Background: an optimization exercise with open tools, aiming at small area. Do not read the settings as production practice. RTL that was checked went through simulation tests only; none was proved equivalent to the original. No functional check of the RTL was part of runs 2 and 3. Power is estimated from default activity; no workload was simulated.

==> flow/config.mk <==
export PLATFORM = sky130hd
export DESIGN_NAME = rs_alu
export DESIGN_NICKNAME = rs_alu
export VERILOG_FILES = /design/flow/design.v
export SDC_FILE = /design/flow/constraint.sdc
export NUM_CORES = 4
export LEC_CHECK = 0
export CAP_MARGIN = 20
export CORE_MARGIN = 2
export CORE_UTILIZATION = 40
export SLEW_MARGIN = 20
==> flow/constraint.sdc <==
create_clock -name core_clock -period 8.0 [get_ports {clk}]
set_input_delay 1.6000 -clock core_clock [delete_from_list [all_inputs] [get_ports {clk}]]
set_output_delay 1.6000 -clock core_clock [all_outputs]
set_load 0.01 [all_outputs]
==> flow/run.sh <==
#!/bin/bash
# synth_recipe.tcl (not shown) runs the flow's synth.tcl, then flattens the netlist and writes it again
# the make line also repeats each setting of config.mk as NAME=value (left out here)
make -C /OpenROAD-flow-scripts/flow DESIGN_CONFIG=/design/flow/config.mk WORK_HOME=/design/flow/orfs CLKGATE_MAP_FILE= SYNTH_SCRIPT=/design/flow/synth_recipe.tcl finish
==> flow/design.v <==
module rs_alu(
	input clk,
	input rst,
	output [31:0] PC_out,
	output [3:0] rob_id_out,	
	output [16:0] EX_ctrl_out,  
	output [5:0] p_rs_out,   
	output [5:0] p_rt_out,   
	output [15:0] imm_bits_out,
	output [5:0] p_rd_out,	 
	output stl_dec_rs_alu_full,  
	input [3:0] num_rob_entry,  
	input [31:0] PC_in, 
	input [16:0] EX_ctrl_in,  
	input [5:0] p_rs_in, 	 
	input [5:0] p_rt_in, 	 
	input p_rs_rdy_in,	 
	input p_rt_rdy_in,	 
	input rs_read,
	input rt_read,
	input [15:0] imm_bits_in,
	input [5:0] p_rd_new, 	 
	input alloc_RS_en, 	 
	input stall_issue,	 
	output wire issue_en,	 
	input recover,			
	input [3:0] rec_rob_entry,  
	input stall_hazard,
	input bus_en,
	input [5:0] tag		 
);
	reg [3:0] alloc_index;  
	wire [2:0] alloc_index_3b;
	reg [2:0] issue_index; reg [2:0] flush_index;
	reg flush_hit;  
	reg valid[0:8];
	reg [3:0] rob_id[0:8];  
	reg [5:0] prf_rs[0:8];  
	reg [5:0] prf_rt[0:8];  
	reg [5:0] prf_rd[0:8];  
	reg [15:0] imm_bits[0:8];  
	reg [16:0] ex_ctrl[0:8]; 	
	reg [31:0] PC[0:8];   
	reg prf_rs_rdy[0:8];  
	reg prf_rt_rdy[0:8];  
	always@( posedge clk or negedge rst) begin
		if( ~rst) begin
			alloc_index <= 4'd0;
		end else begin
			if( stall_hazard == 1'b1) 
				alloc_index <= alloc_index;
			else begin
				if( recover==1'b1)
					alloc_index <= flush_hit ? alloc_index - 1 : alloc_index;
				else begin
				case( {alloc_RS_en, issue_en})
				2'b00: alloc_index <= alloc_index;
				2'b01: alloc_index <= alloc_index - 1;
				2'b10: alloc_index <= alloc_index + 1;
				2'b11: alloc_index <= alloc_index;	
				endcase
				end
			end
		end
	end
	assign alloc_index_3b = alloc_index[2:0];
	always@( *) begin
	flush_hit = recover && ((valid[0] && rec_rob_entry == rob_id[0]) || (valid[1] && rec_rob_entry == rob_id[1]) ||
	                        (valid[2] && rec_rob_entry == rob_id[2]) || (valid[3] && rec_rob_entry == rob_id[3]) ||
	                        (valid[4] && rec_rob_entry == rob_id[4]) || (valid[5] && rec_rob_entry == rob_id[5]) ||
	                        (valid[6] && rec_rob_entry == rob_id[6]) || (valid[7] && rec_rob_entry == rob_id[7]));
	end
	always@( *) begin
	if( recover == 1'b1) begin
		if( valid[0] == 1'b1 && rec_rob_entry == rob_id[0]) flush_index = 3'b000;
		else if( valid[1] == 1'b1 && rec_rob_entry == rob_id[1]) flush_index = 3'b001;
		else if( valid[2] == 1'b1 && rec_rob_entry == rob_id[2]) flush_index = 3'b010;
		else if( valid[3] == 1'b1 && rec_rob_entry == rob_id[3]) flush_index = 3'b011;
		else if( valid[4] == 1'b1 && rec_rob_entry == rob_id[4]) flush_index = 3'b100;
		else if( valid[5] == 1'b1 && rec_rob_entry == rob_id[5]) flush_index = 3'b101;
		else if( valid[6] == 1'b1 && rec_rob_entry == rob_id[6]) flush_index = 3'b110;
		else if( valid[7] == 1'b1 && rec_rob_entry == rob_id[7]) flush_index = 3'b111;
		else flush_index = 3'b000;
	end else flush_index = 3'b000;
	end
	always@( posedge clk or negedge rst) begin
			if( ~rst) begin
				valid[8] <= 1'b0;
				for( integer i=0; i<8; i=i+1) valid[i] <= 1'b0;
			end else begin
				valid[8] <= 1'b0;
	   	for( integer i=0; i<8; i=i+1) begin
			if( recover == 1'b1) begin
				if( flush_hit && (i==flush_index || i>flush_index)) begin					
					if( i < alloc_index-1 ) valid[i] <= valid[i+1];
					else valid[i] <= 1'b0;
				end else valid[i] <= valid[i];
			end 	
			else if( ((i == issue_index || i > issue_index) && i < alloc_index) && issue_en == 1'b1) begin
				if( i == alloc_index-1 || i==7) begin 
					if( alloc_RS_en) valid[i] <= 1'b1;
					else valid[i] <= 1'b0;
				end else
					valid[i] <= valid[i+1];
			end else if( i == alloc_index_3b && alloc_index[3] == 1'b0 && alloc_RS_en == 1'b1 && issue_en == 1'b0)
				valid[i] <= 1'b1;
			else
				valid[i] <= valid[i];
	   	end  
			end
	end  
	always@( posedge clk or negedge rst) begin
			if( ~rst) begin
				rob_id[8] <= 4'd0;
				for( integer i=0; i<8; i=i+1) rob_id[i] <= 4'd0;
			end else begin
				rob_id[8] <= 4'd0;
	   	for( integer i=0; i<8; i=i+1) begin
			if( recover == 1'b1) begin
				if( flush_hit && (i == flush_index || i>flush_index)) begin
					if( i < alloc_index-1) rob_id[i] <= rob_id[i+1];
					else rob_id[i] <= 4'd0;
				end else rob_id[i] <= rob_id[i];
			end 	
			else if( ((i == issue_index || i > issue_index) && i < alloc_index) && issue_en == 1'b1) begin
				if( i == alloc_index-1 || i==7)  
					if( alloc_RS_en) rob_id[i] <= num_rob_entry;  
					else rob_id[i] <= 4'd0;
				else
					rob_id[i] <= rob_id[i+1];
			end else if( i == alloc_index_3b && alloc_index[3] == 1'b0 && alloc_RS_en == 1'b1 && issue_en == 1'b0)
				rob_id[i] <= num_rob_entry;  
			else
				rob_id[i] <= rob_id[i];
	   	end  
			end
	end  
	always@( posedge clk or negedge rst) begin
			if( ~rst) begin
				prf_rs[8] <= 6'd00;  
				for( integer i=0; i<8; i=i+1) prf_rs[i] <= 6'd0;
			end else begin
				prf_rs[8] <= 6'd00;
	   	for( integer i=0; i<8; i=i+1) begin
			if( recover == 1'b1) begin
				if( flush_hit && (i == flush_index || i>flush_index)) begin
					if( i < alloc_index-1) prf_rs[i] <= prf_rs[i+1];
					else prf_rs[i] <= 6'd0;
				end else prf_rs[i] <= prf_rs[i];
			end 	
			else if( ((i == issue_index || i > issue_index) && i < alloc_index) && issue_en == 1'b1) begin
				if( i == alloc_index-1 || i==7)  
					if( alloc_RS_en) prf_rs[i] <= p_rs_in;  
					else prf_rs[i] <= 6'd0;
				else
					prf_rs[i] <= prf_rs[i+1];
			end else if( i == alloc_index_3b && alloc_index[3] == 1'b0 && alloc_RS_en == 1'b1 && issue_en == 1'b0)
				prf_rs[i] <= p_rs_in;  
			else
				prf_rs[i] <= prf_rs[i];
	   	end  
			end
	end  
	always@( posedge clk or negedge rst) begin
			if( ~rst) begin
				prf_rt[8] <= 6'd00;  
				for( integer i=0; i<8; i=i+1) prf_rt[i] <= 6'd0;
			end else begin
				prf_rt[8] <= 6'd00;
	   	for( integer i=0; i<8; i=i+1) begin
			if( recover == 1'b1) begin
				if( flush_hit && (i == flush_index || i>flush_index)) begin
					if( i < alloc_index-1) prf_rt[i] <= prf_rt[i+1];
					else prf_rt[i] <= 6'd0;
				end else prf_rt[i] <= prf_rt[i];
			end 	
			else if( ((i == issue_index || i > issue_index) && i < alloc_index) && issue_en == 1'b1) begin
				if( i == alloc_index-1 || i==7)  
					if( alloc_RS_en) prf_rt[i] <= p_rt_in;  
					else prf_rt[i] <= 6'd0;
				else
					prf_rt[i] <= prf_rt[i+1];
			end else if( i == alloc_index_3b && alloc_index[3] == 1'b0 && alloc_RS_en == 1'b1 && issue_en == 1'b0)
				prf_rt[i] <= p_rt_in;  
			else
				prf_rt[i] <= prf_rt[i];
	   	end  
			end
	end  
	always@( posedge clk or negedge rst) begin
			if( ~rst) begin
				prf_rd[8] <= 6'd00;  
				for( integer i=0; i<8; i=i+1) prf_rd[i] <= 4'd0;
			end else begin
				prf_rd[8] <= 6'd00;
	   	for( integer i=0; i<8; i=i+1) begin
			if( recover == 1'b1) begin
				if( flush_hit && (i == flush_index || i>flush_index)) begin
					if( i < alloc_index-1) prf_rd[i] <= prf_rd[i+1];
					else prf_rd[i] <= 4'd0;
				end else prf_rd[i] <= prf_rd[i];
			end 	
			else if( ((i == issue_index || i > issue_index) && i < alloc_index) && issue_en == 1'b1) begin
				if( i == alloc_index-1 || i==7)  
					if( alloc_RS_en) prf_rd[i] <= p_rd_new;
					else prf_rd[i] <= 4'd0;
				else
					prf_rd[i] <= prf_rd[i+1];
			end else if( i == alloc_index_3b && alloc_index[3] == 1'b0 && alloc_RS_en == 1'b1 && issue_en == 1'b0)
				prf_rd[i] <= p_rd_new;
			else
				prf_rd[i] <= prf_rd[i];
	   	end  
			end
	end  
	always@( posedge clk or negedge rst) begin
			if( ~rst) begin
				imm_bits[8] <= 6'd00;  
				for( integer i=0; i<8; i=i+1) imm_bits[i] <= 4'd0;
			end else begin
				imm_bits[8] <= 6'd00;
	   	for( integer i=0; i<8; i=i+1) begin
			if( recover == 1'b1) begin
				if( flush_hit && (i == flush_index || i>flush_index)) begin
					if( i < alloc_index-1) imm_bits[i] <= imm_bits[i+1];
					else imm_bits[i] <= 4'd0;
				end else imm_bits[i] <= imm_bits[i];
			end 	
			else if( ((i == issue_index || i > issue_index) && i < alloc_index) && issue_en == 1'b1) begin
				if( i == alloc_index-1 || i==7)  
					if( alloc_RS_en) imm_bits[i] <= imm_bits_in;
					else imm_bits[i] <= 4'd0;
				else
					imm_bits[i] <= imm_bits[i+1];
			end else if( i == alloc_index_3b && alloc_index[3] == 1'b0 && alloc_RS_en == 1'b1 && issue_en == 1'b0)
				imm_bits[i] <= imm_bits_in;
			else
				imm_bits[i] <= imm_bits[i];
	   	end  
			end
	end  
	always@( posedge clk or negedge rst) begin
			if( ~rst) begin
				ex_ctrl[8] <= 17'd0;  
				for( integer i=0; i<8; i=i+1) ex_ctrl[i] <= 17'd0;
			end else begin
				ex_ctrl[8] <= 17'd0;
	   	for( integer i=0; i<8; i=i+1) begin
			if( recover == 1'b1) begin
				if( flush_hit && (i == flush_index || i>flush_index)) begin
					if( i < alloc_index-1) ex_ctrl[i] <= ex_ctrl[i+1];
					else ex_ctrl[i] <= 17'd0;
				end else ex_ctrl[i] <= ex_ctrl[i];
			end 	
			else if( ((i == issue_index || i > issue_index) && i < alloc_index) && issue_en == 1'b1) begin
				if( i == alloc_index-1 || i==7)  
					if( alloc_RS_en) ex_ctrl[i] <= EX_ctrl_in;
					else ex_ctrl[i] <= 17'd0;
				else
					ex_ctrl[i] <= ex_ctrl[i+1];
			end else if( i == alloc_index_3b && alloc_index[3] == 1'b0 && alloc_RS_en == 1'b1 && issue_en == 1'b0)
				ex_ctrl[i] <= EX_ctrl_in;
			else
				ex_ctrl[i] <= ex_ctrl[i];
	   	end  
			end
	end  
	always@( posedge clk or negedge rst) begin
			if( ~rst) begin
				PC[8] <= 32'd0;  
				for( integer i=0; i<8; i=i+1) PC[i] <= 32'd0;
			end else begin
				PC[8] <= 32'd0;
	   	for( integer i=0; i<8; i=i+1) begin
			if( recover == 1'b1) begin
				if( flush_hit && (i == flush_index || i>flush_index)) begin
					if( i < alloc_index-1) PC[i] <= PC[i+1];
					else PC[i] <= 32'd0;
				end else PC[i] <= PC[i];
			end 	
			else if( ((i == issue_index || i > issue_index) && i < alloc_index) && issue_en == 1'b1) begin
				if( i == alloc_index-1 || i==7)  
					if( alloc_RS_en) PC[i] <= PC_in;
					else PC[i] <= 32'd0;
				else
					PC[i] <= PC[i+1];
			end else if( i == alloc_index_3b && alloc_index[3] == 1'b0 && alloc_RS_en == 1'b1 && issue_en == 1'b0)
				PC[i] <= PC_in;
			else
				PC[i] <= PC[i];
	   	end  
			end
	end  
	always@( posedge clk or negedge rst) begin
			if( ~rst) begin
				prf_rs_rdy[8] <= 1'b0;  
				for( integer i=0; i<8; i=i+1) prf_rs_rdy[i] <= 1'b0;
			end else begin
				prf_rs_rdy[8] <= 1'b0;
	   	for( integer i=0; i<8; i=i+1) begin
			if( recover == 1'b1) begin
				if( flush_hit && (i == flush_index || i>flush_index)) begin
					if( i < alloc_index-1) prf_rs_rdy[i] <= prf_rs_rdy[i+1];
					else prf_rs_rdy[i] <= 1'b0;
				end else prf_rs_rdy[i] <= prf_rs_rdy[i];
			end 
			else if( issue_en == 1'b1) begin	
			    if( i >= issue_index && i < alloc_index) begin
				if( bus_en==1'b1) begin
					if( i != alloc_index-1) begin
						if( tag == prf_rs[i+1]) prf_rs_rdy[i] <= 1'b1;  
						else prf_rs_rdy[i] <= prf_rs_rdy[i+1];  
					end else begin
						if( alloc_RS_en==1'b1) begin
							if( tag == p_rs_in) prf_rs_rdy[i] <= 1'b1;  
							else prf_rs_rdy[i] <= p_rs_rdy_in | (~rs_read);
						end else	
							prf_rs_rdy[i] <= 1'b0;
					end
				end else begin
					if( i != alloc_index-1)
						prf_rs_rdy[i] <= prf_rs_rdy[i+1];  
					else begin
						if( alloc_RS_en==1'b1) prf_rs_rdy[i] <= p_rs_rdy_in | (~rs_read);  
						else prf_rs_rdy[i] <= 1'b0;
					end
				end
			    end else if( i < issue_index) begin
				if(bus_en==1'b1 && tag == prf_rs[i]) prf_rs_rdy[i] <= 1'b1;
				else prf_rs_rdy[i] <= prf_rs_rdy[i]; 								
			    end else begin
				prf_rs_rdy[i] <= prf_rs_rdy[i]; 		
			    end 	
			end else begin  
				if( bus_en==1'b1) begin
					if( i < alloc_index)
						if( tag == prf_rs[i]) prf_rs_rdy[i] <= 1'b1;  
						else prf_rs_rdy[i] <= prf_rs_rdy[i];
					else if( i==alloc_index && alloc_RS_en == 1'b1)
						if( tag == p_rs_in) prf_rs_rdy[i] <= 1'b1;
						else prf_rs_rdy[i] <= p_rs_rdy_in | (~rs_read);  
					else  
						prf_rs_rdy[i] <= prf_rs_rdy[i];	 
				end else begin
					if( i==alloc_index && alloc_RS_en == 1'b1)
						prf_rs_rdy[i] <= p_rs_rdy_in | (~rs_read);  
					else
						prf_rs_rdy[i] <= prf_rs_rdy[i];	 
				end
			end
	   	end  
			end
	end
	always@( posedge clk or negedge rst) begin
			if( ~rst) begin
				prf_rt_rdy[8] <= 1'b0;  
				for( integer i=0; i<8; i=i+1) prf_rt_rdy[i] <= 1'b0;
			end else begin
				prf_rt_rdy[8] <= 1'b0;
	   	for( integer i=0; i<8; i=i+1) begin
			if( recover == 1'b1) begin
				if( flush_hit && (i == flush_index || i>flush_index)) begin
					if( i < alloc_index-1) prf_rt_rdy[i] <= prf_rt_rdy[i+1];
					else prf_rt_rdy[i] <= 1'b0;
				end else prf_rt_rdy[i] <= prf_rt_rdy[i];
			end
			else if( issue_en == 1'b1) begin	
			    if( i >= issue_index && i < alloc_index) begin
				if( bus_en==1'b1) begin
					if( i != alloc_index-1) begin
						if( tag == prf_rt[i+1]) prf_rt_rdy[i] <= 1'b1;  
						else prf_rt_rdy[i] <= prf_rt_rdy[i+1];  
					end else begin
						if( alloc_RS_en==1'b1) begin
							if( tag == p_rt_in) prf_rt_rdy[i] <= 1'b1;  
							else prf_rt_rdy[i] <= p_rt_rdy_in | (~rt_read);
						end else	
							prf_rt_rdy[i] <= 1'b0;
					end
				end else begin
					if( i != alloc_index-1)
						prf_rt_rdy[i] <= prf_rt_rdy[i+1];  
					else begin
						if( alloc_RS_en==1'b1) prf_rt_rdy[i] <= p_rt_rdy_in | (~rt_read);  
						else prf_rt_rdy[i] <= 1'b0;
					end
				end
			    end else if( i < issue_index) begin
				if(bus_en==1'b1 && tag == prf_rt[i]) prf_rt_rdy[i] <= 1'b1;
				else prf_rt_rdy[i] <= prf_rt_rdy[i]; 								
			    end else begin
				prf_rt_rdy[i] <= prf_rt_rdy[i]; 		
			    end 	
			end else begin  
				if( bus_en==1'b1) begin
					if( i < alloc_index)
						if( tag == prf_rt[i]) prf_rt_rdy[i] <= 1'b1;  
						else prf_rt_rdy[i] <= prf_rt_rdy[i];
					else if( i==alloc_index && alloc_RS_en == 1'b1)
						if( tag == p_rt_in) prf_rt_rdy[i] <= 1'b1;
						else prf_rt_rdy[i] <= p_rt_rdy_in | (~rt_read);  
					else  
						prf_rt_rdy[i] <= prf_rt_rdy[i];	 
				end else begin
					if( i==alloc_index && alloc_RS_en == 1'b1)
						prf_rt_rdy[i] <= p_rt_rdy_in | (~rt_read);  
					else
						prf_rt_rdy[i] <= prf_rt_rdy[i];	 
				end
			end
	   	end  
			end
	end
	reg inst_rdy[0:7];  
	wire is_inst_rdy;
	genvar k;
	generate for( k=0; k<8; k=k+1) begin : inst_rdy_block
		always@( valid[k], prf_rs_rdy[k], prf_rt_rdy[k]) begin
			inst_rdy[k] = valid[k] & prf_rs_rdy[k] & prf_rt_rdy[k];
		end
	end
	endgenerate
	assign is_inst_rdy = inst_rdy[0] | inst_rdy[1] | inst_rdy[2] | inst_rdy[3] | inst_rdy[4] | inst_rdy[5] | inst_rdy[6] | inst_rdy[7] ;
	assign issue_en = (recover | stall_hazard | stall_issue) ? (1'b0) : ( is_inst_rdy);
	always@( inst_rdy[0], inst_rdy[1], inst_rdy[2], inst_rdy[3], inst_rdy[4], inst_rdy[5], inst_rdy[6], inst_rdy[7]) begin
		if( inst_rdy[0]) issue_index = 3'b000;
		else if( inst_rdy[1]) issue_index = 3'b001;
		else if( inst_rdy[2]) issue_index = 3'b010;
		else if( inst_rdy[3]) issue_index = 3'b011;
		else if( inst_rdy[4]) issue_index = 3'b100;
		else if( inst_rdy[5]) issue_index = 3'b101;
		else if( inst_rdy[6]) issue_index = 3'b110;
		else if( inst_rdy[7]) issue_index = 3'b111;
		else issue_index = 3'b000;
	end
	assign p_rs_out = prf_rs[issue_index];
	assign p_rt_out = prf_rt[issue_index];
	assign p_rd_out = prf_rd[issue_index];
	assign EX_ctrl_out = ex_ctrl[issue_index];
	assign imm_bits_out = imm_bits[issue_index];
	assign rob_id_out = rob_id[issue_index];
	assign PC_out = PC[issue_index];	
	assign stl_dec_rs_alu_full = valid[0] & valid[1] & valid[2] & valid[3] & valid[4] & valid[5] & valid[6] & valid[7];
endmodule
==> results of run 1 <==
metrics by stage:
stage	util	worst slack (ns)	power (uW)	instance area, um^2
3_3_place_gp	0.431	2.48	19000	43000
2_1_floorplan	-	3.61	14000	40100
5_1_grt	0.463	1.62	24900	46100
6_report	0.463	1.63	23600	46100
3_5_place_dp	0.432	2.40	19100	43100
4_1_cts	0.463	1.79	23500	46100
where the power goes:
part	leakage, uW	switching (uW)	internal, uW
registers	0.00860	1720	5470
logic	0.00859	7340	4850
clock network	0.00150	1700	2570
area by class of cell:
class / instances / area (um^2)
repair buffers: 287 / 2910
fillers: 9582 / 53600
clock inverters: 42 / 559
inverters: 104 / 390
diodes: 4 / 10.0
flip-flops and latches: 724 / 18100
multi-input cells: 3244 / 20000
clock buffers: 117 / 2480
well taps: 1298 / 1620
logic make-up after synthesis:
kind of cell             Yosys count  share of synthesized area
multiplexers                     196                     0.0521
XOR/XNOR                         143                     0.0312
buffers and inverters            547                     0.0564
AND/OR/NAND/NOR                 1289                      0.132
flip-flops                       724                      0.452
AO/OA/AOI/OAI                   1604                      0.273
adder cells (fa/ha/maj)           12                    0.00374
cells in the final DEF, fill, tap and decap left out, types with 7 or more instances in the layout:
cell type        count
mux2_2             100
mux2i_1             95
nor2b_1             62
nor2_1             580
a222oi_1            87
ha_1                12
nand3_1             26
xor2_1              63
o21ai_1             18
clkdlybuf4s50_1    194
clkbuf_1            13
o211ai_1             7
a31oi_1            100
nor4_1              12
a21o_1              10
a22o_1              89
clkbuf_16           89
clkbuf_8            15
xnor2_1             80
nand4_1             24
buf_4               72
nor3_1              30
o21ai_0            112
nor2_4               8
a21oi_1            486
a211oi_1             7
clkinv_2            20
a221oi_1            88
nand2_1            504
inv_1              103
dfrtp_1            724
buf_12              18
bufinv_16           12
a22oi_1            526
and3_1              10
sequential cells by signal (all words and copies together) (netlist names):
signal       cells
ex_ctrl        136
alloc_index      4
imm_bits       128
prf_rs_rdy       8
prf_rt          48
prf_rs          48
prf_rd          48
PC             256
prf_rt_rdy       8
rob_id          32
valid            8
worst max-delay path: cells and delay by family, from the launching register on:
family          cells  cell delay (ns)
compound gates      2             0.99
flops               1             0.48
buf+inv             2             1.54
simple gates        4             1.08
how the worst max path moves through the flow:
stage | cells past startpoint | endpoint | slack, ns | from
CTS | 8 | p_rt_out[5] | 1.79 | valid[2]
finish | 8 | p_rt_out[5] | 1.63 | valid[2]
global placement | 4 | issue_en | 2.48 | stall_hazard
global route | 7 | p_rs_out[5] | 1.62 | valid[2]
detailed placement | 8 | PC[6][19] | 2.40 | stall_hazard
floorplan | 4 | issue_en | 3.61 | stall_hazard
metal layers:
metal | track usage | routed length [um]
met1 | 0.426 | 67900
met3 | 0.0578 | 15100
met5 | 0 | 28
met4 | 0.111 | 5110
met2 | 0.461 | 71100
==> Implementation_results.wiki, run 1 <==
{| class="wikitable"
! Metric !! Value
|-
| Critical Path Slowest Stage Cell || buf_4
|-
| Global-route usage over all layers || 0.302
|-
| Cell area power density || 513 nW/um^2
|-
| Final critical path time including I/O delays and setup || 6.37 ns
|-
| Layout-stage area growth over the synthesis result || 15.0%
|-
| Register area share after synthesis || 0.452
|-
| Primary FF master, synth || dfrtp_1
|-
| Number of buffer cells added on primary ports || 196
|-
| Area contributors post-synth || dfrtp_1, a22oi_1, a21oi_1
|-
| Final period utilization || 0.797
|-
| Reg2reg start || alloc_index[0]
|-
| Result of the run || finished clean
|-
| Asr flop ratio synth || 1.00
|-
| Antenna viol nets, final || 0
|-
| Count of standard-cell rows || 116
|-
| Post-synthesis net count || 4635
|-
| Nets || 4567
|-
| Final cell count without fillers || 5820
|-
| Vias in the first global route || 35866
|-
| Syn Std Cell Area || 40100 um^2
|-
| Reg-to-reg endpoint || rob_id[2][3]
|-
| Number of warnings issued by yosys || 12
|-
| Reg clk slew, reported paths || 0.05 ns
|-
| Hold path endpoint || PC[1][9]
|-
| Reported max-cap violation count || 0
|-
| Clock tree skew after final layout || 0.0276 ns
|-
| Kind of start point of the critical path || flip-flop
|-
| Hold WS || 0.507 ns
|-
| Type of the worst min-delay path || reg2reg
|-
| Number of antenna violations at the first check in global routing || 5
|-
| Maximum number of pins on one net before global-route repair || 150
|-
| Buffer type at the clock tree root || clkbuf_16
|-
| Worst-case register-to-register setup slack || 2.78 ns
|-
| Area share of the leading cell type in the synthesized netlist || 0.452
|-
| Peak clock frequency supported by timing || 0.157 GHz
|-
| Arrival time at the worst endpoint || 4.77 ns
|-
| Maximum number of buffers from clock root to sink || 3
|-
| Post-detailed-placement half-perimeter wirelength || 92.8 mm
|-
| Number of placed I/O pins || 197
|-
| Most area-hungry cell type in the Yosys netlist || dfrtp_1
|-
| Routed vias/inst || 6.42
|-
| First-pass GRT wire length || 236 mm
|-
| Clock tree from TritonCTS || built
|-
| Largest voltage drop on the vdd net || 0.335 mV
|-
| Number of synthesized flops with an enable pin || 0
|-
| Routed wire per std cell || 27.3 um
|-
| Layout cells sized above 1 || 0.0883
|-
| Die Y || 321 um
|-
| Remaining routing DRC violations || 0
|-
| Leakage power total || 0.0187 uW
|-
| Die ar. || 103000 um^2
|-
| Cell depth of the worst min-delay path || 2
|-
| Effective utilization at floorplan || 0.402
|-
| Post-Synthesis Mean Instance Area || 8.89 um^2
|-
| Number of synthesized register bits || 724
|-
| Number of clock sinks || 724
|-
| H-Tree Depth || 3
|-
| Quantity of hold-fixing buffers added after cts || 0
|-
| Placed cell count || 5657
|-
| Final Slew Violations || 0
|-
| Drt pass-1 iters || 10
|-
| Slew at the pin with the worst max-slew slack || 1.22 ns
|-
| Aggregate global routing overflow || 0
|-
| Unrepaired setup endpoints after global routing || no
|-
| Crit path cell chain || nand3_1 -> and4_2 -> nand3_1 -> a21oi_4 -> buf_4 -> nand2_1 -> a31oi_1 -> clkdlybuf4s50_1
|-
| Unique masters post-synth || 84
|-
| Max stage delay on crit path || 0.84 ns
|-
| Most numerous cell in the Yosys netlist || dfrtp_1
|-
| Worst-skew pair later-pin latency || 0.67 ns
|-
| Number of endpoints failing setup at the final stage || 0
|-
| Number of instances in the synthesized netlist || 4515
|-
| Commonest cells in the netlist || dfrtp_1, nor2_1, a22oi_1
|-
| Tightest slew margin relative to the limit || 0.186
|-
| Total count of hold-check failures in the final report || 0
|-
| Min-Delay Startpoint || PC[1][9]
|-
| Setup Buffers After CTS || 0
|-
| Setup TNS after final layout || 0 ns
|-
| Top cell by count, worst path || nand3_1
|-
| Data required time of the worst path || 6.40 ns
|-
| Number of DRC markers in iteration 0 || 5003
|-
| Detailed-route via count || 37340
|-
| Kind of critical path || reg2out
|-
| Area of the placeable core || 99700 um^2
|-
| Final WL || 159 mm
|-
| Largest fanout on the critical path || 55
|-
| Element type at the critical path end || output pin
|-
| Cts repair resizes || 0
|-
| RePlAce Congestion || 0.982
|-
| Clock buffers created by TritonCTS || 86
|-
| Number of cells on the worst reg-to-reg path || 10
|-
| Die Span X || 321 um
|}
==> inputs of run 2 (changes only) <==
==> flow/design.v (replaced) <==
module rs_alu(
	input clk,
	input rst,
	output [31:0] PC_out,
	output [3:0] rob_id_out,
	output [16:0] EX_ctrl_out,
	output [5:0] p_rs_out,
	output [5:0] p_rt_out,
	output [15:0] imm_bits_out,
	output [5:0] p_rd_out,
	output stl_dec_rs_alu_full,
	input [3:0] num_rob_entry,
	input [31:0] PC_in,
	input [16:0] EX_ctrl_in,
	input [5:0] p_rs_in,
	input [5:0] p_rt_in,
	input p_rs_rdy_in,
	input p_rt_rdy_in,
	input rs_read,
	input rt_read,
	input [15:0] imm_bits_in,
	input [5:0] p_rd_new,
	input alloc_RS_en,
	input stall_issue,
	output wire issue_en,
	input recover,
	input [3:0] rec_rob_entry,
	input stall_hazard,
	input bus_en,
	input [5:0] tag
);
	localparam W = 87;
	reg [7:0] valid;
	reg [7:0] rs_rdy;
	reg [7:0] rt_rdy;
	reg [3:0] rob_id [0:7];
	reg [5:0] prf_rs [0:7];
	reg [5:0] prf_rt [0:7];
	reg [W-1:0] payload [0:7];  
	reg [7:0] age [0:7];
	reg [7:0] alloc_sel;
	always @(*) begin
		alloc_sel = 8'd0;
		for (integer i = 7; i >= 0; i = i - 1)
			if (!valid[i]) alloc_sel = 8'd1 << i;
	end
	wire [7:0] alloc_we = alloc_RS_en ? alloc_sel : 8'd0;
	function automatic older(input integer j, input integer k);
		older = (j < k) ? age[j][k] : ~age[k][j];
	endfunction
	wire [7:0] req = valid & rs_rdy & rt_rdy;
	reg [7:0] grant;
	always @(*) begin
		for (integer i = 0; i < 8; i = i + 1) begin
			grant[i] = req[i];
			for (integer j = 0; j < 8; j = j + 1)
				if (j != i && req[j] && older(j, i)) grant[i] = 1'b0;
		end
	end
	wire no_issue = recover | stall_hazard | stall_issue;
	assign issue_en = ~no_issue & (|req);
	wire [7:0] issue_clr = no_issue ? 8'd0 : grant;
	reg [7:0] flush_clr;
	always @(*) begin
		for (integer i = 0; i < 8; i = i + 1)
			flush_clr[i] = recover && valid[i] && (rob_id[i] == rec_rob_entry);
	end
	always @(posedge clk or negedge rst) begin
		if (~rst) valid <= 8'd0;
		else valid <= (valid & ~issue_clr & ~flush_clr) | alloc_we;
	end
	wire rs_rdy_new = p_rs_rdy_in | ~rs_read | (bus_en && tag == p_rs_in);
	wire rt_rdy_new = p_rt_rdy_in | ~rt_read | (bus_en && tag == p_rt_in);
	always @(posedge clk) begin
		for (integer i = 0; i < 8; i = i + 1) begin
			if (alloc_we[i]) begin
				rs_rdy[i] <= rs_rdy_new;
				rt_rdy[i] <= rt_rdy_new;
				rob_id[i] <= num_rob_entry;
				prf_rs[i] <= p_rs_in;
				prf_rt[i] <= p_rt_in;
				payload[i] <= {PC_in, EX_ctrl_in, imm_bits_in, p_rd_new};
			end else begin
				if (bus_en && tag == prf_rs[i]) rs_rdy[i] <= 1'b1;
				if (bus_en && tag == prf_rt[i]) rt_rdy[i] <= 1'b1;
			end
			for (integer k = i + 1; k < 8; k = k + 1) begin
				if (alloc_we[k]) age[i][k] <= 1'b1;
				else if (alloc_we[i]) age[i][k] <= 1'b0;
			end
		end
	end
	reg [2:0] gidx;
	always @(*) begin
		gidx = 3'd0;
		for (integer i = 7; i >= 0; i = i - 1)
			if (grant[i]) gidx = i;
	end
	wire [W-1:0] pl_out = payload[gidx];
	wire [3:0] rob_out = rob_id[gidx];
	wire [5:0] rs_out = prf_rs[gidx];
	wire [5:0] rt_out = prf_rt[gidx];
	assign {PC_out, EX_ctrl_out, imm_bits_out, p_rd_out} = pl_out;
	assign rob_id_out = rob_out;
	assign p_rs_out = rs_out;
	assign p_rt_out = rt_out;
	assign stl_dec_rs_alu_full = &valid;
endmodule
--- a/flow/config.mk
+++ b/flow/config.mk
@@ -9,3 +9,5 @@
 export CORE_MARGIN = 2
 export CORE_UTILIZATION = 40
+export CTS_BUF_LIST = sky130_fd_sc_hd__clkbuf_4 sky130_fd_sc_hd__clkbuf_8 sky130_fd_sc_hd__clkbuf_16
+export GPL_TIMING_DRIVEN = 0
 export SLEW_MARGIN = 20
==> Implementation_results.wiki, run 2 <==
{| class="wikitable"
! Metric !! Value
|-
| Layout cells sized above 1 || 0.104 (was 0.0883)
|-
| Number of clock sinks || 748 (was 724)
|-
| Number of antenna violations at the first check in global routing || 4 (was 5)
|-
| Number of endpoints failing setup at the final stage || 0 (unchanged)
|-
| Result of the run || finished clean (unchanged)
|-
| Peak clock frequency supported by timing || 0.154 GHz (was 0.157 GHz)
|-
| Reg-to-reg endpoint || valid[2] (was rob_id[2][3])
|-
| Asr flop ratio synth || 0.0107 (was 1.00)
|-
| Commonest cells after routing, fill and taps aside || edfxtp_1, a22oi_1, clkdlybuf4s50_1 (was dfrtp_1, nor2_1, a22oi_1)
|-
| Worst setup timing slack at the placement stage || 2.20 ns (was 2.40 ns)
|-
| Final Slew Violations || 0 (unchanged)
|-
| Number of instances in the synthesized netlist || 1771 (was 4515)
|-
| Reg clk slew, reported paths || 0.06 ns (was 0.05 ns)
|-
| Global-route usage over all layers || 0.212 (was 0.302)
|-
| Largest voltage drop on the vdd net || 0.238 mV (was 0.335 mV)
|-
| Nets || 2156 (was 4567)
|-
| Maximum number of buffers from clock root to sink || 3 (unchanged)
|-
| Final critical path time including I/O delays and setup || 6.48 ns (was 6.37 ns)
|-
| Tightest slew margin relative to the limit || 0.306 (was 0.186)
|-
| Post-synthesis net count || 1879 (was 4635)
|-
| Clock tree from TritonCTS || built (unchanged)
|-
| Most numerous cell in the Yosys netlist || edfxtp_1 (was dfrtp_1)
|-
| Final WL || 80.9 mm (was 159 mm)
|-
| Number of synthesized register bits || 748 (was 724)
|-
| Syn Std Cell Area || 29300 um^2 (was 40100 um^2)
|-
| Pwr Total || 14000 uW (was 23600 uW)
|-
| Part of the total power dissipated in combinational logic || 0.394 (was 0.516)
|-
| Antenna viol nets, final || 0 (unchanged)
|-
| Area share of the leading cell type in the synthesized netlist || 0.730 (was 0.452)
|-
| Die Y || 275 um (was 321 um)
|-
| Number of DRC markers in iteration 0 || 1994 (was 5003)
|-
| Number of synthesized flops with an enable pin || 712 (was 0)
|-
| Slew at the pin with the worst max-slew slack || 1.04 ns (was 1.22 ns)
|-
| Type of the worst min-delay path || reg2reg (unchanged)
|-
| Setup TNS after final layout || 0 ns (unchanged)
|-
| Sw power || 4670 uW (was 10800 uW)
|-
| Total count of hold-check failures in the final report || 0 (unchanged)
|-
| Quantity of hold-fixing buffers added after cts || 0 (unchanged)
|-
| Commonest cells in the netlist || edfxtp_1, a22oi_1, nand3_1 (was dfrtp_1, nor2_1, a22oi_1)
|-
| Maximum number of pins on one net before global-route repair || 58 (was 150)
|-
| Kind of start point of the critical path || flip-flop (unchanged)
|-
| Largest Register || payload (was PC)
|-
| Leading cell type in the layout, fill and taps excluded || edfxtp_1 (was dfrtp_1)
|-
| Smallest setup slack after layout || 1.52 ns (was 1.63 ns)
|-
| Effective utilization at floorplan || 0.403 (was 0.402)
|-
| Die Span X || 275 um (was 321 um)
|-
| Element type at the critical path end || output pin (unchanged)
|-
| Layout-stage area growth over the synthesis result || 20.0% (was 15.0%)
|-
| Placed cell count || 2927 (was 5657)
|-
| Routed wire per std cell || 26.4 um (was 27.3 um)
|-
| Post-Synthesis Mean Instance Area || 16.5 um^2 (was 8.89 um^2)
|-
| Number of warnings issued by yosys || 6 (was 12)
|-
| Final period utilization || 0.810 (was 0.797)
|-
| Die ar. || 75400 um^2 (was 103000 um^2)
|-
| Cts repair resizes || 0 (unchanged)
|-
| Leakage power total || 0.0115 uW (was 0.0187 uW)
|-
| H-Tree Depth || 3 (unchanged)
|-
| Cell depth of the worst min-delay path || 2 (unchanged)
|-
| Area of the placeable core || 72700 um^2 (was 99700 um^2)
|-
| Largest fanout on the critical path || 10 (was 55)
|-
| Aggregate global routing overflow || 0 (unchanged)
|-
| Cell area power density || 399 nW/um^2 (was 513 nW/um^2)
|-
| Vias in the first global route || 17646 (was 35866)
|-
| Min-Delay Startpoint || age[4][5] (was PC[1][9])
|-
| Largest registers || payload: 568 flops, prf_rs: 48 flops, prf_rt: 48 flops (was PC: 256 flops, ex_ctrl: 136 flops, imm_bits: 128 flops)
|-
| Area contributors post-synth || edfxtp_1, a22oi_1, xnor2_1 (was dfrtp_1, a22oi_1, a21oi_1)
|-
| Internal Dissipation || 9360 uW (was 12900 uW)
|-
| Detailed-route via count || 17448 (was 37340)
|-
| Kind of critical path || reg2out (unchanged)
|-
| Most area-hungry cell type in the Yosys netlist || edfxtp_1 (was dfrtp_1)
|-
| Remaining routing DRC violations || 0 (unchanged)
|-
| Routed vias/inst || 5.68 (was 6.42)
|-
| Hold path endpoint || age[4][5] (was PC[1][9])
|-
| Final cell count without fillers || 3070 (was 5820)
|-
| Primary FF master, synth || edfxtp_1 (was dfrtp_1)
|-
| Data required time of the worst path || 6.40 ns (about the same)
|-
| Reg2reg start || valid[2] (was alloc_index[0])
|-
| Power share of the sequential group || 0.358 (was 0.304)
|-
| Unique masters post-synth || 44 (was 84)
|-
| Relative contribution of the clock network to total power || 0.248 (was 0.180)
|-
| Reported max-cap violation count || 0 (unchanged)
|-
| Drt pass-1 iters || 8 (was 10)
|-
| Share of total power consumed by net switching || 0.333 (was 0.455)
|-
| Number of cells on the worst reg-to-reg path || 11 (was 10)
|-
| Buffer type at the clock tree root || clkbuf_16 (unchanged)
|-
| Post-detailed-placement half-perimeter wirelength || 50.1 mm (was 92.8 mm)
|-
| Unrepaired setup endpoints after global routing || no (unchanged)
|-
| Arrival time at the worst endpoint || 4.88 ns (was 4.77 ns)
|-
| First-pass GRT wire length || 117 mm (was 236 mm)
|-
| Number of placed I/O pins || 197 (unchanged)
|-
| Register area share after synthesis || 0.756 (was 0.452)
|-
| Worst-skew pair later-pin latency || 0.62 ns (was 0.67 ns)
|-
| Clock tree skew after final layout || 0.0208 ns (was 0.0276 ns)
|-
| Count of standard-cell rows || 99 (was 116)
|-
| Clock buffers created by TritonCTS || 78 (was 86)
|-
| RePlAce Congestion || 0.857 (was 0.982)
|-
| Number of buffer cells added on primary ports || 184 (was 196)
|-
| Setup Buffers After CTS || 0 (unchanged)
|-
| Worst-case register-to-register setup slack || 4.58 ns (was 2.78 ns)
|-
| Largest register FFs || 568 (was 256)
|}
## run 2: cell families after synthesis
family / share of synthesized area
buffers and inverters: 0.0239
XOR/XNOR: 0.0418
AO/OA/AOI/OAI: 0.104
flip-flops: 0.756
multiplexers: 0.0252
AND/OR/NAND/NOR: 0.0491
## run 2: worst max path at each step
stage	start	endpoint	slack, ns
floorplan	alloc_RS_en	payload[5][0]	3.42
global placement	alloc_RS_en	payload[5][29]	0.85
detailed placement	valid[6]	p_rt_out[2]	2.20
CTS	valid[6]	p_rt_out[2]	1.52
global route	valid[6]	PC_out[25]	1.39
finish	valid[6]	p_rt_out[2]	1.52
## run 2: final cells by class
class	count	area, um^2
timing repair buffer	197	2130
inverter	51	231
multi-input combinational	858	6500
clock inverter	43	279
clock buffer	99	2190
tap	959	1200
buffer	114	508
sequential	748	22100
antenna	1	2.50
fill	6098	37500
## run 2: worst max-delay path, stage by stage, from the launching register on
cell             delay [ns]
dfrtp_1                0.48
nand3_2                0.25
nand4b_1               0.30
nor2_1                 0.74
clkbuf_1               0.83
clkbuf_1               0.59
a22oi_1                0.21
nand3_1                0.13
o22a_1                 0.18
clkdlybuf4s50_1        0.55
## run 2: metrics by stage
| step | utilization | area, um^2 | hold slack [ns] |
|---|---|---|---|
| after global routing | 0.484 | 35200 | 0.482 |
| after detailed placement | 0.450 | 32700 | 0.451 |
| after global placement | 0.445 | 32300 | 0.441 |
| after CTS | 0.484 | 35200 | 0.460 |
| after floorplan | - | 29300 | 0.431 |
| final | 0.484 | 35200 | 0.460 |
## run 2: power groups by stage
stage               logic, uW  clock network (uW)  registers (uW)
detailed placement       5570                   0            5100
floorplan                2930                   0            5080
global route             5870                3670            5060
finish                   5530                3480            5020
global placement         5450                   0            5160
CTS                      5600                3530            5020
## run 2: routing by layer
metal / wire (um) / share of wire / GRT usage / vias to the layer above
met2: 39200 / 0.48 / 0.349 / 730
met3: 5500 / 0.068 / 0.0292 / 115
li1: - / - / - / 7719
met4: 1660 / 0.021 / 0.0638 / 6
met5: 39 / 0.00048 / 0 / -
met1: 34500 / 0.43 / 0.295 / 8878
==> inputs of run 3 (changes only) <==
--- a/flow/config.mk
+++ b/flow/config.mk
@@ -9,5 +9,6 @@
 export CORE_MARGIN = 2
 export CORE_UTILIZATION = 40
-export CTS_BUF_LIST = sky130_fd_sc_hd__clkbuf_4 sky130_fd_sc_hd__clkbuf_8 sky130_fd_sc_hd__clkbuf_16
+export CTS_BUF_LIST = sky130_fd_sc_hd__clkbuf_8
+export CTS_CLUSTER_SIZE = 12
 export GPL_TIMING_DRIVEN = 0
 export SLEW_MARGIN = 20
==> Implementation_results.wiki, run 3 <==
{| class="wikitable"
! Metric !! Value
|-
| Aggregate global routing overflow || 0 (unchanged)
|-
| Cts repair resizes || 0 (unchanged)
|-
| Effective utilization at floorplan || 0.403 (unchanged)
|-
| Data required time of the worst path || 6.40 ns (about the same)
|-
| Most numerous cell in the Yosys netlist || edfxtp_1 (unchanged)
|-
| Primary FF master, synth || edfxtp_1 (unchanged)
|-
| Nets || 2197 (was 2156)
|-
| Result of the run || finished clean (unchanged)
|-
| Reported max-cap violation count || 0 (unchanged)
|-
| Slew at the pin with the worst max-slew slack || 1.03 ns (was 1.04 ns)
|-
| Number of synthesized flops with an enable pin || 712 (unchanged)
|-
| Register area share after synthesis || 0.756 (unchanged)
|-
| Final period utilization || 0.827 (was 0.810)
|-
| Pwr Total || 13600 uW (was 14000 uW)
|-
| Commonest cells in the netlist || edfxtp_1, a22oi_1, nand3_1 (unchanged)
|-
| Kind of start point of the critical path || flip-flop (unchanged)
|-
| Count of standard-cell rows || 99 (unchanged)
|-
| Syn Std Cell Area || 29300 um^2 (unchanged)
|-
| Final Slew Violations || 0 (unchanged)
|-
| Worst-skew pair later-pin latency || 0.74 ns (was 0.62 ns)
|-
| Buffer type at the clock tree root || clkbuf_8 (was clkbuf_16)
|-
| Clock buffers created by TritonCTS || 119 (was 78)
|-
| Die ar. || 75400 um^2 (unchanged)
|-
| Hold WS || 0.460 ns (about the same)
|-
| Peak clock frequency supported by timing || 0.151 GHz (was 0.154 GHz)
|-
| Post-detailed-placement half-perimeter wirelength || 50.1 mm (unchanged)
|-
| Commonest cells after routing, fill and taps aside || edfxtp_1, a22oi_1, clkdlybuf4s50_1 (unchanged)
|-
| Reg clk slew, reported paths || 0.06 ns (about the same)
|-
| Routed wire per std cell || 25.9 um (was 26.4 um)
|-
| Leading cell type in the layout, fill and taps excluded || edfxtp_1 (unchanged)
|-
| Type of the worst min-delay path || reg2reg (unchanged)
|-
| Post-synthesis net count || 1879 (unchanged)
|-
| Placed Area || 32700 um^2 (unchanged)
|-
| Most area-hungry cell type in the Yosys netlist || edfxtp_1 (unchanged)
|-
| Unrepaired setup endpoints after global routing || no (unchanged)
|-
| CP startpoint || valid[6] (unchanged)
|-
| Setup TNS after final layout || 0 ns (unchanged)
|-
| H-Tree Depth || 3 (unchanged)
|-
| Layout-stage area growth over the synthesis result || 19.1% (was 20.0%)
|-
| Clock tree skew after final layout || 0.0491 ns (was 0.0208 ns)
|-
| Detailed-route via count || 17636 (was 17448)
|-
| Number of instances in the synthesized netlist || 1771 (unchanged)
|-
| RePlAce Congestion || 0.857 (unchanged)
|-
| Number of DRC markers in iteration 0 || 2029 (was 1994)
|-
| Clock tree from TritonCTS || built (unchanged)
|-
| Final critical path time including I/O delays and setup || 6.62 ns (was 6.48 ns)
|-
| Vias in the first global route || 18066 (was 17646)
|-
| Maximum number of buffers from clock root to sink || 3 (unchanged)
|-
| Unique masters post-synth || 44 (unchanged)
|-
| Number of warnings issued by yosys || 6 (unchanged)
|-
| Remaining routing DRC violations || 0 (unchanged)
|-
| Maximum number of pins on one net before global-route repair || 58 (unchanged)
|-
| Routed vias/inst || 5.60 (was 5.68)
|-
| Cell area power density || 389 nW/um^2 (was 399 nW/um^2)
|-
| First-pass GRT wire length || 118 mm (was 117 mm)
|-
| Area contributors post-synth || edfxtp_1, a22oi_1, xnor2_1 (unchanged)
|-
| Area share of the leading cell type in the synthesized netlist || 0.730 (unchanged)
|-
| Largest register FFs || 568 (unchanged)
|-
| Number of antenna violations at the first check in global routing || 6 (was 4)
|-
| Number of endpoints failing setup at the final stage || 0 (unchanged)
|-
| Total count of hold-check failures in the final report || 0 (unchanged)
|-
| End-of-flow core utilization || 0.480 (was 0.484)
|-
| Final WL || 81.5 mm (was 80.9 mm)
|-
| Element type at the critical path end || output pin (unchanged)
|-
| Drt pass-1 iters || 10 (was 8)
|-
| Number of placed I/O pins || 197 (unchanged)
|-
| Fill cell instance count of the final layout || 6192 (was 6098)
|-
| Reg2reg start || valid[2] (unchanged)
|-
| Antenna viol nets, final || 0 (unchanged)
|-
| Die Span X || 275 um (unchanged)
|-
| Largest Register || payload (unchanged)
|-
| Largest fanout on the critical path || 10 (unchanged)
|-
| Worst setup path endpoint || p_rt_out[2] (unchanged)
|-
| Global-route usage over all layers || 0.214 (was 0.212)
|-
| Largest registers || payload: 568 flops, prf_rs: 48 flops, prf_rt: 48 flops (unchanged)
|-
| Number of cells on the worst reg-to-reg path || 11 (unchanged)
|-
| Reg-to-reg endpoint || valid[2] (unchanged)
|-
| Quantity of hold-fixing buffers added after cts || 0 (unchanged)
|-
| Asr flop ratio synth || 0.0107 (unchanged)
|-
| Number of synthesized register bits || 748 (unchanged)
|-
| Worst-case register-to-register setup slack || 4.59 ns (was 4.58 ns)
|-
| Number of buffer cells added on primary ports || 184 (unchanged)
|-
| Tightest slew margin relative to the limit || 0.312 (was 0.306)
|-
| Area of the placeable core || 72700 um^2 (unchanged)
|-
| Kind of critical path || reg2out (unchanged)
|-
| Setup Buffers After CTS || 0 (unchanged)
|-
| Die Y || 275 um (unchanged)
|-
| Post-Synthesis Mean Instance Area || 16.5 um^2 (unchanged)
|-
| Layout cells sized above 1 || 0.112 (was 0.104)
|-
| Largest voltage drop on the vdd net || 0.220 mV (was 0.238 mV)
|-
| Number of clock sinks || 748 (unchanged)
|-
| Arrival time at the worst endpoint || 5.02 ns (was 4.88 ns)
|-
| Leakage power total || 0.0115 uW (about the same)
|-
| Final instance area || 34900 um^2 (was 35200 um^2)
|}
## run 3: area by class of cell
cell class / count / area (um^2) / share of cell area
diodes: 2 / 5.00 / 0.000143
plain buffers: 114 / 508 / 0.0146
clock buffers: 119 / 1640 / 0.0469
clock inverters: 99 / 539 / 0.0155
inverters: 51 / 231 / 0.00663
multi-input cells: 858 / 6500 / 0.186
flip-flops and latches: 748 / 22100 / 0.635
well taps: 959 / 1200 / 0.0344
repair buffers: 197 / 2130 / 0.0610
## run 3: how the worst min path moves through the flow
stage               slack, ns        end       from  cells past startpoint
floorplan                0.43  age[1][2]  age[1][2]                      2
global placement         0.44  age[3][5]  age[3][5]                      2
detailed placement       0.45  age[4][5]  age[4][5]                      2
CTS                      0.46  age[3][5]  age[3][5]                      2
global route             0.48  age[0][3]  age[0][3]                      2
finish                   0.46  age[1][4]  age[1][4]                      2
## run 3: worst max-delay path: stages, from the launching register on
cell             delay [ns]
dfrtp_1                0.48
nand3_2                0.26
nand4b_1               0.31
nor2_1                 0.74
clkbuf_1               0.82
clkbuf_1               0.59
a22oi_1                0.21
nand3_1                0.13
o22a_1                 0.18
clkdlybuf4s50_1        0.55
## run 3: report_power, final
group | switching, uW | internal [uW] | total (uW) | leakage [uW]
Sequential | 184 | 4840 | 5020 | 0.00677
Clock | 1490 | 1520 | 3000 | 0.00125
Combinational | 3010 | 2520 | 5530 | 0.00348
## run 3: cells by family after synthesis
kind of cell	synth area share
AOI/OAI and AO/OA	0.104
xor gates and xnor gates	0.0418
buffers and inverters	0.0239
DFF	0.756
muxes	0.0252
and+or+nand+nor	0.0491
## run 3: per-layer routing
layer | GRT usage | routed length, um | share of wire | up-vias
li1 | - | - | - | 7820
met1 | 0.294 | 35000 | 0.43 | 9014
met2 | 0.352 | 39600 | 0.49 | 679
met3 | 0.0389 | 5550 | 0.068 | 115
met4 | 0.0588 | 1380 | 0.017 | 8
met5 | 0 | 53 | 0.00065 | -
## run 3: stage by stage
stage               setup WS, ns  instances
finish                      1.38       3147
global route                1.25       3146
CTS                         1.38       3145
detailed placement          2.20       2927
global placement           0.847       2914
floorplan                   3.42       1771
==> inputs of run 4 (changes only) <==
--- a/flow/design.v
+++ b/flow/design.v
@@ -91,14 +91,19 @@
 		end
 	end
-	reg [2:0] gidx;
+	reg [W-1:0] pl_out;
+	reg [3:0] rob_out;
+	reg [5:0] rs_out, rt_out;
 	always @(*) begin
-		gidx = 3'd0;
-		for (integer i = 7; i >= 0; i = i - 1)
-			if (grant[i]) gidx = i;
+		pl_out = {W{1'b0}};
+		rob_out = 4'd0;
+		rs_out = 6'd0;
+		rt_out = 6'd0;
+		for (integer i = 0; i < 8; i = i + 1) begin
+			pl_out = pl_out | ({W{grant[i]}} & payload[i]);
+			rob_out = rob_out | ({4{grant[i]}} & rob_id[i]);
+			rs_out = rs_out | ({6{grant[i]}} & prf_rs[i]);
+			rt_out = rt_out | ({6{grant[i]}} & prf_rt[i]);
+		end
 	end
-	wire [W-1:0] pl_out = payload[gidx];
-	wire [3:0] rob_out = rob_id[gidx];
-	wire [5:0] rs_out = prf_rs[gidx];
-	wire [5:0] rt_out = prf_rt[gidx];
 	assign {PC_out, EX_ctrl_out, imm_bits_out, p_rd_out} = pl_out;
 	assign rob_id_out = rob_out;
--- a/flow/config.mk
+++ b/flow/config.mk
@@ -9,6 +9,3 @@
 export CORE_MARGIN = 2
 export CORE_UTILIZATION = 40
-export CTS_BUF_LIST = sky130_fd_sc_hd__clkbuf_8
-export CTS_CLUSTER_SIZE = 12
-export GPL_TIMING_DRIVEN = 0
 export SLEW_MARGIN = 20
==> Implementation_results.wiki, run 4 <==
{| class="wikitable"
! Metric !! Value
|-
| Element type at the critical path end || output pin (unchanged)
|-
| Tightest slew margin relative to the limit || 0.238 (was 0.312)
|-
| Crit path cell chain || and3_4 -> a2111oi_1 -> and3_4 -> buf_4 -> a2111oi_0 -> nand3_1 -> clkdlybuf4s50_1 (was nand3_2 -> nand4b_1 -> nor2_1 -> clkbuf_1 -> clkbuf_1 -> a22oi_1 -> nand3_1 -> o22a_1 -> clkdlybuf4s50_1)
|-
| Type of the worst min-delay path || reg2reg (unchanged)
|-
| Reg2reg start || valid[2] (unchanged)
|-
| Number of endpoints failing setup at the final stage || 0 (unchanged)
|-
| Final period utilization || 0.736 (was 0.827)
|-
| Largest registers || payload: 568 flops, prf_rs: 48 flops, prf_rt: 48 flops (unchanged)
|-
| Clock tree skew after final layout || 0.0129 ns (was 0.0491 ns)
|-
| Routed wire per std cell || 25.7 um (was 25.9 um)
|-
| Part of the total power dissipated in combinational logic || 0.329 (was 0.408)
|-
| Result of the run || finished clean (unchanged)
|-
| Aggregate global routing overflow || 0 (unchanged)
|-
| CP startpoint || valid[1] (was valid[6])
|-
| Final Slew Violations || 0 (unchanged)
|-
| Area contributors post-synth || edfxtp_1, nor3_1, a22oi_1 (was edfxtp_1, a22oi_1, xnor2_1)
|-
| Unique masters post-synth || 44 (unchanged)
|-
| Register area share after synthesis || 0.723 (was 0.756)
|-
| Critical Path Slowest Stage Cell || and3_4 (was clkbuf_1)
|-
| Final WL || 86.5 mm (was 81.5 mm)
|-
| Kind of critical path || reg2out (unchanged)
|-
| Unrepaired setup endpoints after global routing || no (unchanged)
|-
| RePlAce Congestion || 0.889 (was 0.857)
|-
| Largest Register || payload (unchanged)
|-
| Clock buffers created by TritonCTS || 78 (was 119)
|-
| Post-Synthesis Mean Instance Area || 14.3 um^2 (was 16.5 um^2)
|-
| Number of DRC markers in iteration 0 || 1887 (was 2029)
|-
| Data required time of the worst path || 6.40 ns (about the same)
|-
| Number of placed I/O pins || 197 (unchanged)
|-
| Layer carrying the most global-route usage || met2 (unchanged)
|-
| Number of buffer cells added on primary ports || 196 (was 184)
|-
| Power share of the sequential group || 0.396 (was 0.371)
|-
| Peak clock frequency supported by timing || 0.170 GHz (was 0.151 GHz)
|-
| Largest register FFs || 568 (unchanged)
|-
| Largest voltage drop on the vdd net || 0.232 mV (was 0.220 mV)
|-
| Die Span X || 281 um (was 275 um)
|-
| Leading cell type in the layout, fill and taps excluded || edfxtp_1 (unchanged)
|-
| Top cell by count, worst path || and3_4 (was clkbuf_1)
|-
| Sw power || 4390 uW (was 4680 uW)
|-
| Commonest cells in the netlist || edfxtp_1, nor3_1, inv_1 (was edfxtp_1, a22oi_1, nand3_1)
|-
| Number of instances in the synthesized netlist || 2137 (was 1771)
|-
| Vias in the first global route || 19720 (was 18066)
|-
| Arrival time at the worst endpoint || 4.29 ns (was 5.02 ns)
|-
| Number of warnings issued by yosys || 6 (unchanged)
|-
| H-Tree Depth || 3 (unchanged)
|-
| Asr flop ratio synth || 0.0107 (unchanged)
|-
| Setup Buffers After CTS || 0 (unchanged)
|-
| Number of antenna violations at the first check in global routing || 8 (was 6)
|-
| Count of standard-cell rows || 101 (was 99)
|-
| Quantity of hold-fixing buffers added after cts || 0 (unchanged)
|-
| Routing usage on met2 || 0.358 (was 0.352)
|-
| Number of synthesized register bits || 748 (unchanged)
|-
| Max stage delay on crit path || 1.03 ns (was 0.82 ns)
|-
| Layout cells sized above 1 || 0.0843 (was 0.112)
|-
| Area share of the leading cell type in the synthesized netlist || 0.698 (was 0.730)
|-
| Share of total power consumed by net switching || 0.344 (was 0.345)
|-
| Maximum number of pins on one net before global-route repair || 66 (was 58)
|-
| Die ar. || 78800 um^2 (was 75400 um^2)
|-
| Global-route track usage on met1 || 0.296 (was 0.294)
|-
| Min-Delay Startpoint || age[2][5] (was age[1][4])
|-
| Post-detailed-placement half-perimeter wirelength || 47.8 mm (was 50.1 mm)
|-
| Antenna viol nets, final || 0 (unchanged)
|-
| Primary FF master, synth || edfxtp_1 (unchanged)
|-
| Number of clock sinks || 748 (unchanged)
|-
| Total count of hold-check failures in the final report || 0 (unchanged)
|-
| Antenna diode instance count || 0 (was 2)
|-
| Nets || 2429 (was 2197)
|-
| Commonest cells after routing, fill and taps aside || edfxtp_1, nor3_1, inv_1 (was edfxtp_1, a22oi_1, clkdlybuf4s50_1)
|-
| Drt pass-1 iters || 7 (was 10)
|-
| Internal Dissipation || 8400 uW (was 8880 uW)
|-
| Detailed-route via count || 19109 (was 17636)
|-
| Number of synthesized flops with an enable pin || 712 (unchanged)
|-
| Placed Area || 33600 um^2 (was 32700 um^2)
|-
| Worst setup timing slack at the placement stage || 2.71 ns (was 2.20 ns)
|-
| Cell area power density || 355 nW/um^2 (was 389 nW/um^2)
|-
| Most numerous cell in the Yosys netlist || edfxtp_1 (unchanged)
|-
| Kind of start point of the critical path || flip-flop (unchanged)
|-
| Reg clk slew, reported paths || 0.06 ns (about the same)
|-
| Final instance area || 36100 um^2 (was 34900 um^2)
|-
| Final critical path time including I/O delays and setup || 5.89 ns (was 6.62 ns)
|-
| Effective utilization at floorplan || 0.404 (was 0.403)
|-
| Syn Std Cell Area || 30600 um^2 (was 29300 um^2)
|-
| Worst-skew pair later-pin latency || 0.61 ns (was 0.74 ns)
|-
| Layout-stage area growth over the synthesis result || 17.7% (was 19.1%)
|-
| Post-synthesis net count || 2245 (was 1879)
|-
| Remaining routing DRC violations || 0 (unchanged)
|-
| Area of the placeable core || 75800 um^2 (was 72700 um^2)
|-
| Relative contribution of the clock network to total power || 0.274 (was 0.222)
|-
| Largest fanout on the critical path || 45 (was 10)
|-
| Die Y || 281 um (was 275 um)
|-
| Smallest setup slack after layout || 2.11 ns (was 1.38 ns)
|-
| Cts repair resizes || 0 (unchanged)
|-
| GR Util met3 || 0.0447 (was 0.0389)
|-
| Maximum number of buffers from clock root to sink || 3 (unchanged)
|-
| Reported max-cap violation count || 0 (unchanged)
|-
| Setup TNS after final layout || 0 ns (unchanged)
|-
| Leakage power total || 0.0124 uW (was 0.0115 uW)
|-
| Routed vias/inst || 5.69 (was 5.60)
|-
| Most area-hungry cell type in the Yosys netlist || edfxtp_1 (unchanged)
|-
| First-pass GRT wire length || 127 mm (was 118 mm)
|-
| Buffer type at the clock tree root || clkbuf_16 (was clkbuf_8)
|-
| Slew at the pin with the worst max-slew slack || 1.13 ns (was 1.03 ns)
|-
| Clock tree from TritonCTS || built (unchanged)
|-
| Global-route usage over all layers || 0.220 (was 0.214)
|}
-- run 4: cell types whose count changed in the layout (fill, tap and decap cells not counted), moves of 33 or more --
cell / delta
a2111oi_0: +67
a211oi_1: -38
a222oi_1: -50
a22oi_1: -36
buf_4: +38
clkbuf_1: -70
clkbuf_16: +80
clkbuf_8: -116
inv_1: +179
mux2_4: -47
nor3_1: +262
o22a_1: -37
xnor2_1: -33
xor2_1: +33
-- run 4: power groups by stage --
stage          registers [uW]  clock network [uW]  logic, uW
3_3_place_gp             5120                   0       4210
4_1_cts                  5060                3580       4240
2_1_floorplan            5060                   0       2150
3_5_place_dp             5140                   0       4220
5_1_grt                  5100                3730       4500
6_report                 5070                3510       4210
-- run 4: through the flow --
| step | std cells | total power [uW] | utilization | hold WS [ns] |
|---|---|---|---|---|
| after floorplan | 2137 | 7210 | - | 0.426 |
| after detailed placement | 3218 | 9360 | 0.443 | 0.459 |
| after CTS | 3360 | 12900 | 0.475 | 0.471 |
| after global routing | 3361 | 13300 | 0.475 | 0.495 |
| final | 3361 | 12800 | 0.475 | 0.469 |
| after global placement | 3217 | 9330 | 0.443 | 0.454 |
-- run 4: worst paths after layout --
| kind | endpoint | slack [ns] | depth (start not counted) |
|---|---|---|---|
| min in group asynchronous | valid[6] | 1.35 | 1 |
| max in group asynchronous | valid[3] | 6.28 | 1 |
| max | EX_ctrl_out[8] | 2.11 | 7 |
| min | age[2][5] | 0.47 | 2 |
| max reg2reg | payload[7][24] | 4.55 | 5 |
| min reg2reg | age[2][5] | 0.47 | 2 |
-- run 4: critical path, delay by kind of cell (launching register included) --
family | cells | cell delay (ns)
DFF | 1 | 0.49
buffers and inverters | 2 | 1.05
and+or+nand+nor | 3 | 1.43
AOI/OAI and AO/OA | 2 | 0.66
-- run 4: cells by family after synthesis --
logic type | share of synthesized area
flops | 0.723
simple gates | 0.0911
buf+inv | 0.0535
compound gates | 0.0925
xor+xnor | 0.0400
-- run 4: routing by layer --
metal / wire, um / vias up
li1: - / 8459
met3: 6880 / 154
met5: 91 / -
met1: 36400 / 9667
met4: 2030 / 14
met2: 41100 / 815
-- run 4: layout make-up --
class                           instances  area, um^2
Fill cell                            6559       39800
Inverter                              269        1040
Tap cell                              978        1220
Timing Repair Buffer                  238        2290
Clock buffer                          104        2120
Clock inverter                         38         340
Multi-Input combinational cell        986        6900
Sequential cell                       748       22100

## static timing again, ports no longer ideal
The results above use ideal ports. As a check the final layouts listed here were re-extracted and re-timed, cells and wires unchanged. Step 1, drivers: a clkbuf_16 drives clk and a buf_2 each remaining input, both assumed. Step 2 moves the port delays by t, midway between the first and last clock arrival at a register: inputs arrive t later, outputs are due t later. That takes back most of the time a late clock gives input paths. Three values: ideal ports, drivers, drivers and shift; two values: the first two.
run | t, ns | setup WS [ns] | hold slack, ns | clock arrival spread, ns | worst slew at a driven data input, ns
run 1 | 0.734 | 1.627 / 1.551 / 2.182 | 0.507 / 0.507 / 0.507 | 0.031 / 0.031 | 0.18
run 2 | 0.675 | 1.523 / 1.459 / 2.134 | 0.460 / 0.460 / 0.460 | 0.022 / 0.021 | 0.11
run 3 | 0.777 | 1.384 / 1.321 / 2.098 | 0.460 / 0.460 / 0.460 | 0.049 / 0.050 | 0.11
run 4 | 0.671 | 2.112 / 2.053 / 2.564 | 0.469 / 0.469 / 0.469 | 0.023 / 0.023 | 0.17
After both steps every run listed still meets setup and hold.
